This is an optimization exercise on Yosys and OpenROAD, whose aim is small area, a short achievable clock period and few clock cycles, not a production implementation.
At most, simulation tests tie the RTL to the original design; equivalence was not proved.
For run 1, only the layout was checked, not whether the RTL still works.

## flow/design.v (module list and top-level ports; edited modules follow where they fit)
// module fxp_smul: 12 lines
// module cordic: 3296 lines
module cordic(i_clk, i_rst, i_en, o_vld, o_cosine, o_sine, i_theta);
  // ...
==> flow/flow/run.sh <==
#!/bin/bash
# The standard layout (standard.sh), with timing repair aiming for extra setup slack.
set -euo pipefail
export SETUP_SLACK_MARGIN=6.8
bash standard.sh > standard.log 2>&1
==> flow/standard.sh <==
#!/bin/bash
# synth_recipe.tcl (not shown) runs the flow's synth.tcl, then flattens the netlist and writes it again
# the make line also repeats each setting of config.mk as NAME=value (left out here)
make -C /OpenROAD-flow-scripts/flow DESIGN_CONFIG=/design/flow/config.mk WORK_HOME=/design/flow/orfs CLKGATE_MAP_FILE= SYNTH_SCRIPT=/design/flow/synth_recipe.tcl "${@:-finish}"
==> flow/config.mk <==
export PLATFORM = sky130hd
export DESIGN_NAME = cordic
export DESIGN_NICKNAME = cordic
export VERILOG_FILES = /design/flow/design.v
export SDC_FILE = /design/flow/constraint.sdc
export NUM_CORES = 4
export LEC_CHECK = 0
export CAP_MARGIN = 20
export CORE_MARGIN = 2
export CORE_UTILIZATION = 40
export CTS_BUF_LIST = sky130_fd_sc_hd__clkbuf_16
export CTS_CLUSTER_DIAMETER = 100
export CTS_CLUSTER_SIZE = 25
export SLEW_MARGIN = 20
export SYNTH_MEMORY_MAX_BITS = 16384
==> flow/constraint.sdc <==
create_clock -name core_clock -period 10.0 [get_ports {i_clk}]
set_input_delay 2.0000 -clock core_clock [delete_from_list [all_inputs] [get_ports {i_clk}]]
set_output_delay 2.0000 -clock core_clock [all_outputs]
set_load 0.01 [all_outputs]
==> flow_metrics.env, run 1 <==
export IMPL_met1_length_mm=71.0
export IMPL_post_route_period_util_pct=33.3
export IMPL_antenna_found_initial=2
export IMPL_pre_cts_ws_ns=6.18
export IMPL_synthAdderAreaFrac_pct=14.3
export IMPL_holdPathStages=0
export IMPL_clock_latency_ns=0.73
export IMPL_cts_resized=257
export IMPL_finClkSkew_ns=0.0360
export IMPL_r2r_cells=14
export IMPL_max_slew_margin_pct=37.3
export IMPL_clock_sinks=1373
export IMPL_start_kind="flip-flop"
export IMPL_placed_area_um2=78000
export IMPL_path_cells="buf_6 -> buf_6"
export IMPL_die_h_um=436
export IMPL_synth_compound_area_share_pct=12.5
export IMPL_avgViaCountPerCell=5.04
export IMPL_finalNonFillerCells=10500
export IMPL_status="no timing/DRC/antenna violations"
export IMPL_path_class="reg2out"
export IMPL_min_path_type="reg2reg"
export IMPL_top_layer="met4"
export IMPL_synthTopCellsByArea="dfxtp_1 37%, xnor2_1 13%, ha_1 10%, xor2_1 4.6%, fa_1 4.1%"
export IMPL_period_needed_ns=3.33
export IMPL_maxCapViolCount=0
export IMPL_nClkBuffers=70
export IMPL_synth_nets=8773
export IMPL_r2r_slack_ns=6.76
export IMPL_netlist_top_cells_count="1373 x dfxtp_1, 1093 x xnor2_1, 609 x ha_1"
export IMPL_dp_hpwl_mm=123
export IMPL_nets=8791
export IMPL_final_hold_violation_count=0
export IMPL_die_width_um=436
export IMPL_cp_slowest_cell="dfxtp_4"
export IMPL_avgSynthCellArea_um2=9.34
==> run 2: changes to the inputs <==
--- a/flow/design.v
+++ b/flow/design.v
@@ -551,16 +551,26 @@
     reg signed [18:0] y30_q28;
     wire signed [20:0] ay;
     wire signed [27:0] by;
     reg signed [20:0] ay_q29;
     reg signed [27:0] by_q29;
     wire signed [32:0] qy;
     reg signed [32:0] qx_q30;
     reg signed [32:0] qy_q30;
+    wire sax;
+    wire sxx;
+    reg sax_q30;
+    reg sxx_q29;
+    reg sxx_q30;
+    wire say;
+    wire sxy;
+    reg say_q30;
+    reg sxy_q29;
+    reg sxy_q30;
     assign th = i_theta;
     assign phi0 = th[18:0];
     assign sat0 = ~((&th[23:18]) | ~(|th[23:18]));
     assign sgn0 = th[23];
     assign n0 = sat0_q1 ? sgn0_q1 : phi0_q1[18];
     assign ltp0 = phi0_q1 < 19'sd51471;
     assign ltn0 = phi0_q1 < -19'sd51471;
     assign n1 = sat0_q1 ? sgn0_q1 : (phi0_q1[18] ? ltn0 : ltp0);
@@ -3092,16 +3102,20 @@
 assign y30_s = {(yh29_q27[18:5] ^ {14{m29}}) ^ y30_t, y30_lo[4:0]};
     assign y30 = y30_s;
     assign ax = {{2{x30_q28[18]}}, x30_q28} + {x30_q28[18], x30_q28, 1'b0};
     assign bx = (({{14{x30_q28[18]}}, x30_q28} <<< 5) + ({{14{x30_q28[18]}}, x30_q28} <<< 4) - ({{14{x30_q28[18]}}, x30_q28} <<< 8));
     assign qx = ({{12{ax_q29[20]}}, ax_q29} <<< 12) + {{12{ax_q29[20]}}, ax_q29} + {{5{bx_q29[27]}}, bx_q29};
     assign ay = {{2{y30_q28[18]}}, y30_q28} + {y30_q28[18], y30_q28, 1'b0};
     assign by = (({{14{y30_q28[18]}}, y30_q28} <<< 5) + ({{14{y30_q28[18]}}, y30_q28} <<< 4) - ({{14{y30_q28[18]}}, y30_q28} <<< 8));
     assign qy = ({{12{ay_q29[20]}}, ay_q29} <<< 12) + {{12{ay_q29[20]}}, ay_q29} + {{5{by_q29[27]}}, by_q29};
+    assign sax = ax_q29[20];
+    assign sxx = x30_q28[18];
+    assign say = ay_q29[20];
+    assign sxy = y30_q28[18];
     always @(posedge i_clk) begin
         phi0_q1 <= phi0;
         sat0_q1 <= sat0;
         sgn0_q1 <= sgn0;
         phi1_q2 <= phi1;
         sat1_q2 <= sat1;
         sgn1_q2 <= sgn1;
         phi2_q3 <= phi2;
@@ -3297,12 +3311,18 @@
         x30_q28 <= x30;
         ax_q29 <= ax;
         bx_q29 <= bx;
         y30_q28 <= y30;
         ay_q29 <= ay;
         by_q29 <= by;
         qx_q30 <= qx;
         qy_q30 <= qy;
+        sax_q30 <= sax;
+        sxx_q29 <= sxx;
+        sxx_q30 <= sxx_q29;
+        say_q30 <= say;
+        sxy_q29 <= sxy;
+        sxy_q30 <= sxy_q29;
     end
-    assign o_cosine = {{7{qx_q30[32]}}, qx_q30[31:15]};
-    assign o_sine   = {{7{qy_q30[32]}}, qy_q30[31:15]};
+    assign o_cosine = {sxx_q30, sxx_q30, sax_q30, sax_q30, qx_q30[32], qx_q30[32], qx_q30[32], qx_q30[31:15]};
+    assign o_sine = {sxy_q30, sxy_q30, say_q30, say_q30, qy_q30[32], qy_q30[32], qy_q30[32], qy_q30[31:15]};
 endmodule
==> flow/flow/run.sh (replaced) <==
#!/bin/bash
# The standard layout (standard.sh), with timing repair aiming for extra setup slack.
# make's full output goes to standard.log; ORFS's own per-step logs are under orfs/logs.
set -euo pipefail
export SETUP_SLACK_MARGIN=6.8
bash standard.sh > standard.log 2>&1
==> flow_metrics.env, run 2 <==
export IMPL_tritoncts="built"
export IMPL_die_h_um=437
export IMPL_largest_reg_flops=30
export IMPL_r2r_cells=11
export IMPL_clock_latency_ns=0.73
export IMPL_yosysMostFrequentCell="dfxtp_1"
export IMPL_drt_iter0_drc=2529
export IMPL_dp_cells=10400
export IMPL_fmax_mhz=302
export IMPL_synth_edf_count=0
export IMPL_regArea_um2=27600
export IMPL_synthFlopType="dfxtp_1"
export IMPL_netlist_top_cells_count="1375 x dfxtp_1, 1078 x xnor2_1, 609 x ha_1"
export IMPL_antenna_cells=0
export IMPL_finClkSkew_ns=0.0427
export IMPL_wl_mm=157
export IMPL_top_register="vld"
export IMPL_wl_per_cell_um=14.9
export IMPL_maxCapViolCount=0
export IMPL_ant_nets=0
export IMPL_path_depth=2
export IMPL_syn_instance_count=7993
export IMPL_r2r_slack_ns=6.75
export IMPL_gr_total_overflow=0
export IMPL_critPathTopFamily="flip-flops"
export IMPL_io_buffers=75
export IMPL_slowest_delay_ns=0.35
export IMPL_rsz0062_at_grt="yes"
export IMPL_drt_pass1_iter_count=6
export IMPL_setup_ws_ns=6.69
export IMPL_path_cells="buf_4 -> buf_6"
export IMPL_yosysTopAreaCell="dfxtp_1"
export IMPL_initial_utilization_pct=40.3
export IMPL_reg_largest_list="vld x30, bx_q29 x24, by_q29 x24"
export IMPL_crit_reg2reg_capture="x10_q8[17]"
export IMPL_antenna_found_initial=1
export IMPL_syn_area_um2=74800
export IMPL_utilization_pct=44.2
export IMPL_start_kind="flip-flop"
export IMPL_cts_buffers_inserted=69
export IMPL_coreArea_um2=186000
export IMPL_pre_cts_ws_ns=5.98
export IMPL_final_hold_violation_count=0
export IMPL_synth_seq_cells=1375
export IMPL_cts_buffer_depth=3
export IMPL_rows=158
export IMPL_avgViaCountPerCell=5.05
export IMPL_tightest_slew_ns=0.976
export IMPL_endpoint_kind="primary output"
export IMPL_yosys_area_top_type_share_pct=36.8
export IMPL_gp_congestion=0.855
export IMPL_synthDistinctLibCells=94
export IMPL_clock_sinks=1375
export IMPL_path_class="reg2out"
export IMPL_dp_hpwl_mm=122
export IMPL_grt_usage_pct=16.2
export IMPL_ys_async_sr_fraction_pct=0
export IMPL_grt_pass1_wl_mm=260
export IMPL_ys_warn_count=1
export IMPL_drv_slew=0
export IMPL_max_slew_margin_pct=34.9
export IMPL_cp_slowest_cell="dfxtp_2"
export IMPL_num_vias=53300
export IMPL_grt_start_max_net_pins=82
export IMPL_grt_pass1_vias=52500
export IMPL_final_common_cell="dfxtp_1"
export IMPL_cp_max_fo=4
export IMPL_avgSynthCellArea_um2=9.36
export IMPL_fillers=17900
export IMPL_finalNonFillerCells=10500
export IMPL_seq_area_frac_synth_pct=36.8
export IMPL_synthTopCellsByArea="dfxtp_1 37%, xnor2_1 13%, ha_1 10%, xor2_1 4.6%, fa_1 4.1%"
export IMPL_h_tree_depth=3
export IMPL_root_buffer="clkbuf_16"
export IMPL_pin_count=76
export IMPL_drcViolationCount=0
export IMPL_period_needed_ns=3.31
export IMPL_status="no timing/DRC/antenna violations"
export IMPL_synth_nets=8782
export IMPL_syn2layout_area_growth_pct=9.61
export IMPL_cp_data_arrival_time_ns=1.31
export IMPL_post_route_period_util_pct=33.1
export IMPL_die_width_um=437
export IMPL_setup_tns_ns=0
export IMPL_worstPathRequired_ns=8.00
export IMPL_nets=8837
export IMPL_postCtsHoldBufs=0
export IMPL_setup_viol=0
export IMPL_clkTransAtPathRegs_ns=0.10
export IMPL_crit_start="say_q30"
export IMPL_critPathBufInv=2
export IMPL_most_common_layout_cells="1317 x dfxtp_1, 1071 x xnor2_1, 606 x inv_1"
export IMPL_drive_gt1_share_pct=7.40
export IMPL_critPathCapture="o_sine[20]"
export IMPL_r2r_start="n9_q7"
export IMPL_min_path_type="reg2reg"
export IMPL_floorplan_die_area_um2=191000
export IMPL_multi_input_area_um2=45500
==> run 2: changes by cell type in the layout (fill, tap and decap cells not counted), moves of 14 or more <==
cell / change
xnor2_1: -17
a21boi_0: +15
o21bai_1: +15
or2_2: +22
a21oi_1: -53
nand3_1: +18
nor2_1: -75
nand2_1: +14
nor3_1: -27
inv_1: +45
buf_4: +35
==> run 2: metrics by stage <==
step           hold slack [ns]  area (µm²)
3_3_place_gp             0.310       78200
6_report                 0.313       82000
5_1_grt                  0.327       82000
4_1_cts                  0.321       80600
3_5_place_dp             0.312       78200
2_1_floorplan            0.310       74900
==> run 2: cell families (layout without fill, tap and decap cells) <==
kind of cell | Yosys count | after routing | share of synthesized area [%]
simple gates | 1976 | 1976 | 13.0
compound gates | 1483 | 1483 | 12.9
xor+xnor | 1470 | 1470 | 17.2
flops | 1375 | 1375 | 36.8
buf+inv | 817 | 893 | 4.26
fa+ha+maj | 762 | 762 | 14.3
mux | 110 | 110 | 1.58
==> run 2: final cells by class <==
class	instances	share of cell area, %
clock buffers	70	2.14
clock inverters	22	0.313
inverters	607	2.78
multi-input cells	5801	55.4
flip-flops and latches	1375	33.7
well taps	2480	3.78
repair buffers	194	1.89
==> run 2: worst reg2reg max path: cells and delay by family, from the launching register on <==
kind | cells | cell delay, ns
adders and majority gates | 1 | 0.41
buffers and inverters | 1 | 0.04
and+or+nand+nor | 2 | 0.33
AOI/OAI and AO/OA | 6 | 1.89
xor gates and xnor gates | 1 | 0.15
DFF | 1 | 0.35
==> run 2: how the worst min path moves through the flow <==
stage	cells past startpoint	startpoint	slack, ns	end
2_1_floorplan	0	n0_q2	0.31	n0_q3
3_3_place_gp	0	n0_q3	0.31	n0_q4
3_5_place_dp	0	n0_q4	0.31	n0_q5
4_1_cts	0	phi8_q12[10]	0.32	phi8_q13[10]
5_1_grt	0	n1_q3	0.33	n1_q4
6_report	0	phi8_q12[2]	0.31	phi8_q13[2]
==> run 2: per-layer routing <==
metal	GRT usage [%]	up-vias	share of wire [%]
met1	19.5	25000	44
met3	1.78	233	2.5
li1	-	27300	-
met5	0	-	0
met4	4.78	0	2.8
met2	30.0	753	51
==> run 2: repair_timing <==
action / in CTS / in global routing
buffers inserted: 28 / 57
hold endpoints to repair: 0 / 0
pin swaps: 24 / 80
gates cloned: 0 / 1
endpoints found under the setup margin: 183 / 259
resized for setup: 286 / 232
Testbench counts of run 2, summed over its fixed seeds: cycles 8,432.
==> run 3: changes to the inputs <==
--- a/flow/flow/run.sh
+++ b/flow/flow/run.sh
@@ -4,3 +4,3 @@
 set -euo pipefail
-export SETUP_SLACK_MARGIN=6.8
+export SETUP_SLACK_MARGIN=6.6
 bash standard.sh > standard.log 2>&1
==> flow_metrics.env, run 3 <==
export IMPL_tritoncts="built"
export IMPL_regArea_um2=27600
export IMPL_clkTransAtPathRegs_ns=0.10
export IMPL_finClkSkew_ns=0.0472
export IMPL_grt_pass1_vias=52500
export IMPL_path_class="reg2out"
export IMPL_wl_met2_mm=78.0
export IMPL_drcViolationCount=0
export IMPL_drt_pass1_iter_count=6
export IMPL_min_path_type="reg2reg"
export IMPL_grt_usage_pct=16.1
export IMPL_drt_iter0_drc=2844
export IMPL_post_route_period_util_pct=33.0
export IMPL_io_buffers=75
export IMPL_grt_pass1_wl_mm=259
export IMPL_final_common_cell="dfxtp_1"
export IMPL_multi_input_area_um2=44700
export IMPL_r2r_start="ax_q29[12]"
export IMPL_nets=8778
export IMPL_status="no timing/DRC/antenna violations"
export IMPL_die_width_um=437
export IMPL_critPathBufInv=1
export IMPL_holdPathStages=0
export IMPL_fillers=17800
export IMPL_dp_cells=10400
export IMPL_wl_per_cell_um=14.8
export IMPL_wl_mm=156
export IMPL_die_h_um=437
export IMPL_drv_slew=0
export IMPL_endpoint_kind="primary output"
export IMPL_cp_data_arrival_time_ns=1.30
export IMPL_crit_reg2reg_capture="qx_q30[30]"
export IMPL_r2r_cells=13
export IMPL_ant_nets=0
export IMPL_synthTopCellsByArea="dfxtp_1 37%, xnor2_1 13%, ha_1 10%, xor2_1 4.6%, fa_1 4.1%"
export IMPL_synth_edf_count=0
export IMPL_finalNonFillerCells=10500
export IMPL_synth_seq_cells=1375
export IMPL_ys_warn_count=1
export IMPL_yosys_area_top_type_share_pct=36.8
export IMPL_cp_max_fo=3
export IMPL_avgSynthCellArea_um2=9.36
export IMPL_top_register="vld"
export IMPL_dp_hpwl_mm=122
export IMPL_clock_latency_ns=0.72
export IMPL_h_tree_depth=3
export IMPL_syn2layout_area_growth_pct=7.90
export IMPL_setup_viol=0
export IMPL_floorplan_die_area_um2=191000
export IMPL_maxCapViolCount=0
export IMPL_min_to="n29_q21"
export IMPL_period_needed_ns=3.30
export IMPL_setup_tns_ns=0
export IMPL_top_layer="met5"
export IMPL_root_buffer="clkbuf_16"
export IMPL_drive_gt1_share_pct=4.53
export IMPL_worstPathRequired_ns=8.00
export IMPL_rsz0062_at_grt="yes"
export IMPL_grt_start_max_net_pins=82
export IMPL_syn_instance_count=7993
export IMPL_final_hold_violation_count=0
export IMPL_cts_buffers_inserted=68
export IMPL_largest_reg_flops=30
export IMPL_route_met3_wl_mm=4.15
export IMPL_avgViaCountPerCell=5.04
export IMPL_slowest_delay_ns=0.35
export IMPL_netlist_top_cells_count="1375 x dfxtp_1, 1078 x xnor2_1, 609 x ha_1"
export IMPL_cts_buffer_depth=3
export IMPL_gp_congestion=0.866
export IMPL_synth_nets=8782
export IMPL_coreArea_um2=186000
export IMPL_syn_area_um2=74800
export IMPL_path_cells="clkdlybuf4s15_1"
export IMPL_yosysMostFrequentCell="dfxtp_1"
export IMPL_antenna_cells=0
export IMPL_max_slew_margin_pct=34.3
export IMPL_initial_utilization_pct=40.3
export IMPL_reg_largest_list="vld x30, bx_q29 x24, by_q29 x24"
export IMPL_start_kind="flip-flop"
export IMPL_holdCritStartpoint="n29_q20"
export IMPL_r2r_slack_ns=6.76
export IMPL_synthFlopType="dfxtp_1"
export IMPL_met1_length_mm=69.3
export IMPL_pin_count=76
export IMPL_clock_sinks=1375
export IMPL_yosysTopAreaCell="dfxtp_1"
export IMPL_tightest_slew_ns=0.985
export IMPL_synthDistinctLibCells=94
export IMPL_most_common_layout_cells="1351 x dfxtp_1, 1074 x xnor2_1, 609 x inv_1"
export IMPL_ys_async_sr_fraction_pct=0
export IMPL_antenna_found_initial=2
export IMPL_num_vias=52800
export IMPL_gr_total_overflow=0
export IMPL_seq_area_frac_synth_pct=36.8
export IMPL_rows=158
export IMPL_fmax_mhz=303
export IMPL_cp_slowest_cell="dfxtp_1"
export IMPL_critPathTopFamily="flip-flops"
run 3: worst register-to-register path: cells and delay by family, from the launching register on:
family	cells	cell delay [ns]
XOR/XNOR	1	0.15
flip-flops	1	0.37
buffers and inverters	2	0.12
adder cells (fa/ha/maj)	2	0.83
AND/OR/NAND/NOR	2	0.30
AO/OA/AOI/OAI	6	1.34
run 3: kinds of logic (layout without fill, tap and decap cells):
logic type,Yosys count,after routing,synth area share [%]
DFF,1375,1375,36.8
muxes,110,110,1.58
and+or+nand+nor,1976,1976,13.0
xor gates and xnor gates,1470,1470,17.2
AOI/OAI and AO/OA,1483,1483,12.9
adders and majority gates,762,762,14.3
buffers and inverters,817,831,4.26
run 3: area by class of cell:
class / count / share of cell area, %
Inverter: 607 / 2.82
Clock inverter: 18 / 0.259
Clock buffer: 70 / 2.17
Sequential cell: 1375 / 34.1
Multi-Input combinational cell: 5801 / 55.3
Timing Repair Buffer: 136 / 1.43
Tap cell: 2480 / 3.84
run 3: how the worst max path moves through the flow:
stage,slack (ns),to,depth (start not counted),startpoint
2_1_floorplan,6.65,x23_q21[14],14,n22_q20
5_1_grt,6.55,x30_q28[18],11,n29_q27
6_report,6.70,o_sine[18],1,qy_q30[32]
3_3_place_gp,6.05,x30_q28[18],11,n29_q27
4_1_cts,6.53,x30_q28[18],11,n29_q27
3_5_place_dp,5.99,x30_q28[18],11,n29_q27
run 3: metrics by stage:
step                worst slack, ns  instance area (µm²)  util, %  hold WS (ns)
detailed placement             5.99                78200     42.1         0.312
finish                         6.70                80800     43.5         0.314
global placement               6.05                78200     42.1         0.310
floorplan                      6.65                74800        -         0.310
CTS                            6.53                80300     43.2         0.313
global route                   6.55                80800     43.5         0.317
run 3: what timing repair did:
action,CTS,global route
setup buffers,3,24
endpoints found under the setup margin,94,121
pin swaps,6,35
hold buffers,0,0
resized for setup,97,85
run 3: layer usage:
metal / global-route usage, % / vias to the layer above
li1: - / 27100
met1: 19.7 / 24800
met2: 29.7 / 697
met3: 1.77 / 205
met4: 4.41 / 2
met5: 0 / -
==> run 4: changes to the inputs <==
--- a/flow/config.mk
+++ b/flow/config.mk
@@ -9,3 +9,3 @@
 export CORE_MARGIN = 2
-export CORE_UTILIZATION = 40
+export CORE_UTILIZATION = 55
 export CTS_BUF_LIST = sky130_fd_sc_hd__clkbuf_16
@@ -13,2 +13,3 @@
 export CTS_CLUSTER_SIZE = 25
+export PLACE_DENSITY = 0.68
 export SLEW_MARGIN = 20
==> flow_metrics.env, run 4 <==
export IMPL_drt_pass1_iter_count=5
export IMPL_rsz0062_at_grt="yes"
export IMPL_critPathTopFamily="compound AO/OA/AOI/OAI gates"
export IMPL_yosys_area_top_type_share_pct=36.8
export IMPL_clock_latency_ns=0.69
export IMPL_syn2layout_area_growth_pct=6.87
export IMPL_yosysTopAreaCell="dfxtp_1"
export IMPL_fmax_mhz=298
export IMPL_reg_largest_list="vld x30, bx_q29 x24, by_q29 x24"
export IMPL_postCtsHoldBufs=0
export IMPL_num_vias=53300
export IMPL_crit_start="ay_q29[17]"
export IMPL_slowest_delay_ns=0.47
export IMPL_gr_total_overflow=0
export IMPL_floorplan_die_area_um2=139000
export IMPL_maxCapViolCount=0
export IMPL_drive_gt1_share_pct=4.48
export IMPL_final_hold_violation_count=0
export IMPL_rows=135
export IMPL_wl_per_cell_um=15.7
export IMPL_crit_reg2reg_capture="qy_q30[31]"
export IMPL_synth_seq_cells=1375
export IMPL_avgViaCountPerCell=5.44
export IMPL_status="no timing/DRC/antenna violations"
export IMPL_cp_data_arrival_time_ns=3.93
export IMPL_start_kind="flip-flop"
export IMPL_ant_nets=0
export IMPL_root_buffer="clkbuf_16"
export IMPL_grt_pass1_wl_mm=257
export IMPL_drv_slew=0
export IMPL_netlist_top_cells_count="1375 x dfxtp_1, 1078 x xnor2_1, 609 x ha_1"
export IMPL_path_class="reg2reg"
export IMPL_dp_hpwl_mm=120
export IMPL_synth_edf_count=0
export IMPL_holdCritStartpoint="n1_q2"
export IMPL_cp_slowest_cell="dfxtp_1"
export IMPL_cp_common_cell="a31oi_2"
export IMPL_die_width_um=373
export IMPL_max_slew_margin_pct=31.7
export IMPL_min_path_type="reg2reg"
export IMPL_synth_nets=8782
export IMPL_clock_sinks=1375
export IMPL_final_common_cell="dfxtp_1"
export IMPL_grtUsageMet3_pct=2.33
export IMPL_die_h_um=373
export IMPL_path_depth=11
export IMPL_worstPathRequired_ns=10.58
export IMPL_grt_use_met2_pct=40.9
export IMPL_cp_max_fo=4
export IMPL_yosysMostFrequentCell="dfxtp_1"
export IMPL_syn_area_um2=74800
export IMPL_synthDistinctLibCells=94
export IMPL_seq_area_frac_synth_pct=36.8
export IMPL_avgSynthCellArea_um2=9.36
export IMPL_cts_buffer_depth=3
export IMPL_post_route_period_util_pct=33.5
export IMPL_wl_mm=154
export IMPL_critPathBufInv=1
export IMPL_tritoncts="built"
export IMPL_largest_reg_flops=30
export IMPL_drcViolationCount=0
export IMPL_top_usage_layer="met2"
export IMPL_ys_warn_count=1
export IMPL_initial_utilization_pct=55.3
export IMPL_setup_tns_ns=0
export IMPL_syn_instance_count=7993
export IMPL_h_tree_depth=3
export IMPL_endpoint_kind="flip-flop"
export IMPL_most_common_layout_cells="1356 x dfxtp_1, 1074 x xnor2_1, 608 x inv_1"
export IMPL_drt_iter0_drc=2846
export IMPL_grt_pass1_vias=52500
export IMPL_tightest_slew_ns=1.02
export IMPL_met1_usage_pct=26.4
export IMPL_r2r_cells=11
export IMPL_clkTransAtPathRegs_ns=0.10
export IMPL_finClkSkew_ns=0.0239
export IMPL_grt_usage_pct=21.9
export IMPL_io_buffers=75
export IMPL_r2r_slack_ns=6.65
export IMPL_setup_viol=0
export IMPL_pin_count=76
export IMPL_cts_buffers_inserted=67
export IMPL_synthTopCellsByArea="dfxtp_1 37%, xnor2_1 13%, ha_1 10%, xor2_1 4.6%, fa_1 4.1%"
export IMPL_ys_async_sr_fraction_pct=0
export IMPL_nets=8780
export IMPL_gp_congestion=0.896
export IMPL_r2r_start="ay_q29[17]"
export IMPL_antenna_found_initial=0
export IMPL_period_needed_ns=3.35
export IMPL_critPathCapture="qy_q30[31]"
export IMPL_utilization_pct=59.1
export IMPL_path_cells="fa_1 -> ha_1 -> o21ai_0 -> inv_1 -> a31oi_1 -> a31oi_2 -> o211ai_1 -> a31oi_2 -> a221o_1 -> a21o_1 -> xor2_1"
export IMPL_holdPathStages=0
export IMPL_synthFlopType="dfxtp_1"
export IMPL_grt_start_max_net_pins=82
export IMPL_top_register="vld"
export IMPL_coreArea_um2=135000
## run 4: cell counts after synthesis
Identical to the previous run, type by type.
## run 4: kinds of logic (layout without fill, tap and decap cells)
kind of cell / after synthesis / after routing / synth area share, %
AO/OA/AOI/OAI: 1483 / 1483 / 12.9
other: 0 / 1 / 0
buffers and inverters: 817 / 829 / 4.26
flip-flops: 1375 / 1375 / 36.8
multiplexers: 110 / 110 / 1.58
XOR/XNOR: 1470 / 1470 / 17.2
adder cells (fa/ha/maj): 762 / 762 / 14.3
AND/OR/NAND/NOR: 1976 / 1976 / 13.0
## run 4: worst min path at each step
stage,end,slack (ns)
6_report,n1_q3,0.31
5_1_grt,n1_q3,0.31
3_3_place_gp,phi3_q4[0],0.31
4_1_cts,n1_q3,0.31
2_1_floorplan,n0_q3,0.31
3_5_place_dp,n29_q26,0.31
## run 4: what timing repair did
| action | 4_1_cts | 5_1_grt |
|---|---|---|
| pin swaps | 6 | 34 |
| setup endpoints to repair | 88 | 127 |
| gates resized for setup | 79 | 91 |
| buffers inserted | 6 | 23 |
| gates cloned | 0 | 0 |
## run 4: metrics by stage
step / instances / cell area [µm²] / hold slack, ns / setup WS, ns
final: 9787 / 80000 / 0.315 / 6.65
after global routing: 9786 / 80000 / 0.315 / 6.40
after CTS: 9763 / 79500 / 0.310 / 6.60
after detailed placement: 9674 / 77400 / 0.312 / 6.30
after global placement: 9674 / 77400 / 0.310 / 6.27
after floorplan: 7993 / 74800 / 0.310 / 6.65
## run 4: layout make-up
| cell class | instances | area [µm²] |
|---|---|---|
| diodes | 1 | 2.50 |
| clock buffers | 73 | 1830 |
| clock inverters | 10 | 174 |
| fillers | 11600 | 55300 |
| inverters | 607 | 2280 |
| multi-input cells | 5801 | 44700 |
| flip-flops and latches | 1375 | 27600 |
| well taps | 1781 | 2230 |
| repair buffers | 139 | 1180 |
## run 4: per-layer routing
metal,vias to the layer above,wire length (µm)
li1,27100,-
met1,25100,66900
met5,-,0
met4,0,4330
met2,821,78700
met3,262,4160
==> run 5: changes to the inputs <==
--- a/flow/config.mk
+++ b/flow/config.mk
@@ -9,7 +9,6 @@
 export CORE_MARGIN = 2
-export CORE_UTILIZATION = 55
+export CORE_UTILIZATION = 40
 export CTS_BUF_LIST = sky130_fd_sc_hd__clkbuf_16
-export CTS_CLUSTER_DIAMETER = 100
-export CTS_CLUSTER_SIZE = 25
-export PLACE_DENSITY = 0.68
+export CTS_CLUSTER_DIAMETER = 120
+export CTS_CLUSTER_SIZE = 30
 export SLEW_MARGIN = 20
==> flow_metrics.env, run 5 <==
export IMPL_postCtsHoldBufs=0
export IMPL_synth_simple_area_share_pct=13.0
export IMPL_design_area_um2=80400
export IMPL_holdPathStages=0
export IMPL_seq_area_frac_synth_pct=36.8
export IMPL_gp_congestion=0.866
export IMPL_min_to="n24_q20"
export IMPL_yosysMostFrequentCell="dfxtp_1"
export IMPL_critPathBufInv=1
export IMPL_yosys_area_top_type_share_pct=36.8
export IMPL_io_buffers=75
export IMPL_largest_reg_flops=30
export IMPL_syn_instance_count=7993
export IMPL_dp_cells=10400
export IMPL_tightest_slew_ns=0.993
export IMPL_rsz0062_at_grt="yes"
export IMPL_placed_area_um2=78200
export IMPL_tritoncts="built"
export IMPL_critPathTopFamily="flip-flops"
export IMPL_worstPathRequired_ns=8.00
export IMPL_finClkSkew_ns=0.0492
export IMPL_synthTopCellsByArea="dfxtp_1 37%, xnor2_1 13%, ha_1 10%, xor2_1 4.6%, fa_1 4.1%"
export IMPL_drive_gt1_share_pct=4.33
export IMPL_avgSynthCellArea_um2=9.36
export IMPL_syn_area_um2=74800
export IMPL_clock_sinks=1375
export IMPL_pin_count=76
export IMPL_grt_pass1_wl_mm=258
export IMPL_gr_total_overflow=0
export IMPL_ant_nets=0
export IMPL_synthDistinctLibCells=94
export IMPL_num_vias=52600
export IMPL_status="no timing/DRC/antenna violations"
export IMPL_drv_slew=0
export IMPL_r2r_slack_ns=6.73
export IMPL_synth_nets=8782
export IMPL_path_cells="clkdlybuf4s15_1"
export IMPL_root_buffer="clkbuf_16"
export IMPL_synthFlopType="dfxtp_1"
export IMPL_synthMuxAreaShare_pct=1.58
export IMPL_finalNonFillerCells=10500
export IMPL_cp_max_fo=3
export IMPL_initial_utilization_pct=40.3
export IMPL_drt_pass1_iter_count=8
export IMPL_synthAdderAreaFrac_pct=14.3
export IMPL_floorplan_die_area_um2=191000
export IMPL_drcViolationCount=0
export IMPL_yosysTopAreaCell="dfxtp_1"
export IMPL_ys_warn_count=1
export IMPL_nets=8762
export IMPL_synth_edf_count=0
export IMPL_synth_compound_area_share_pct=12.9
export IMPL_antenna_found_initial=2
export IMPL_period_needed_ns=3.32
export IMPL_ys_async_sr_fraction_pct=0
export IMPL_coreArea_um2=186000
export IMPL_final_hold_violation_count=0
export IMPL_clock_latency_ns=0.74
export IMPL_start_kind="flip-flop"
export IMPL_clkTransAtPathRegs_ns=0.11
export IMPL_final_common_cell="dfxtp_1"
export IMPL_maxCapViolCount=0
export IMPL_top_register="vld"
export IMPL_most_common_layout_cells="1350 x dfxtp_1, 1074 x xnor2_1, 609 x inv_1"
export IMPL_grt_start_max_net_pins=82
export IMPL_netlist_top_cells_count="1375 x dfxtp_1, 1078 x xnor2_1, 609 x ha_1"
export IMPL_post_route_period_util_pct=33.2
export IMPL_setup_viol=0
export IMPL_slowest_delay_ns=0.36
export IMPL_rows=158
export IMPL_synth_top_family_by_area="XOR/XNOR gates"
export IMPL_avgViaCountPerCell=5.03
export IMPL_reg_largest_list="vld x30, bx_q29 x24, by_q29 x24"
export IMPL_endpoint_kind="primary output"
export IMPL_setup_tns_ns=0
export IMPL_grt_pass1_vias=52300
export IMPL_synth_seq_cells=1375
export IMPL_die_width_um=437
export IMPL_dp_hpwl_mm=122
export IMPL_wl_mm=155
export IMPL_cp_slowest_cell="dfxtp_1"
export IMPL_cts_buffer_depth=3
export IMPL_r2r_cells=13
export IMPL_min_path_type="reg2reg"
export IMPL_drt_iter0_drc=2682
export IMPL_grt_usage_pct=16.0
export IMPL_crit_reg2reg_capture="bx_q29[26]"
export IMPL_synth_xor_area_share_pct=17.2
export IMPL_r2r_start="x30_q28[4]"
export IMPL_die_h_um=437
export IMPL_max_slew_margin_pct=33.8
export IMPL_holdCritStartpoint="n24_q19"
export IMPL_h_tree_depth=2
export IMPL_cts_buffers_inserted=54
export IMPL_cp_data_arrival_time_ns=1.32
export IMPL_utilization_pct=43.3
export IMPL_wl_per_cell_um=14.8
export IMPL_fmax_mhz=302
export IMPL_path_class="reg2out"
export IMPL_syn2layout_area_growth_pct=7.38
run 5: what timing repair did:
action,CTS,global route
pin swaps,6,35
setup endpoints to repair,97,127
gates resized for setup,102,90
setup buffers,3,22
gates cloned,0,0
run 5: worst max path at each step:
stage               start     endpoint  depth (start not counted)
2_1_floorplan     n22_q20  x23_q21[14]                         14
3_3_place_gp      n29_q27  x30_q28[18]                         11
3_5_place_dp      n29_q27  x30_q28[18]                         11
4_1_cts           n29_q27  x30_q28[18]                         11
5_1_grt           n29_q27  x30_q28[18]                         11
6_report       qy_q30[32]   o_sine[19]                          1
run 5: per-stage QoR:
stage / setup WS, ns / hold slack (ns)
6_report: 6.68 / 0.315
5_1_grt: 6.55 / 0.336
4_1_cts: 6.54 / 0.324
3_5_place_dp: 5.99 / 0.312
3_3_place_gp: 6.05 / 0.310
2_1_floorplan: 6.65 / 0.310
run 5: layout make-up:
| cell class | instances | area (µm²) |
|---|---|---|
| Clock buffer | 55 | 1380 |
| Multi-Input combinational cell | 5801 | 44700 |
| Timing Repair Buffer | 134 | 1130 |
| Tap cell | 2480 | 3100 |
| Clock inverter | 14 | 225 |
| Inverter | 607 | 2280 |
| Antenna cell | 1 | 2.50 |
| Sequential cell | 1375 | 27600 |
| Fill cell | 17900 | 105000 |
run 5: metal layers:
| layer | GRT usage (%) | up-vias | part of all wire, % |
|---|---|---|---|
| met2 | 29.7 | 660 | 50 |
| met5 | 0 | - | 0.0084 |
| met4 | 3.85 | 2 | 2.4 |
| met1 | 19.7 | 24700 | 45 |
| met3 | 1.53 | 173 | 2.4 |
| li1 | - | 27100 | - |
run 5: cells by family after synthesis:
group / count (synthesis)
AND/OR/NAND/NOR: 1976
adder cells (fa/ha/maj): 762
flip-flops: 1375
AO/OA/AOI/OAI: 1483
buffers and inverters: 817
XOR/XNOR: 1470
multiplexers: 110

afterwards: timing with drivers on the ports:
No port has a modelled driver above. Below, the same layouts with a new extraction and two added sets of constraints. Step 1: set_driving_cell puts a clkbuf_16 on i_clk and a buf_2 on each other input, an assumption about the parent block. Step 2 adds t to the input delays and takes it off the output delays; t is the mean of the earliest and latest rising clock arrival at the registers after step 1. Input paths then give back, and output paths get back, about the clock's delay inside the block. Three values: ideal, step 1, step 2; two values: the first two.
run | shift t [ns] | setup WS [ns] | worst setup path at the end | worst data-port slew with drivers (ns) | pins driven straight from the clock port
run 1 | 0.795 | 6.672 / 6.595 / 6.617 | input to register | 0.05 | 1
run 2 | 0.786 | 6.688 / 6.613 / 6.616 | input to register | 0.04 | 1
run 3 | 0.778 | 6.697 / 6.618 / 6.580 | input to register | 0.04 | 1
run 4 | 0.752 | 6.650 / 6.605 / 6.602 | input to register | 0.05 | 1
run 5 | 0.792 | 6.684 / 6.605 / 6.556 | input to register | 0.04 | 1
After both steps every run listed still meets setup and hold. For run 5, which loses most, drivers alone change the setup slack by -0.079 ns; drivers and shift together by -0.128 ns.
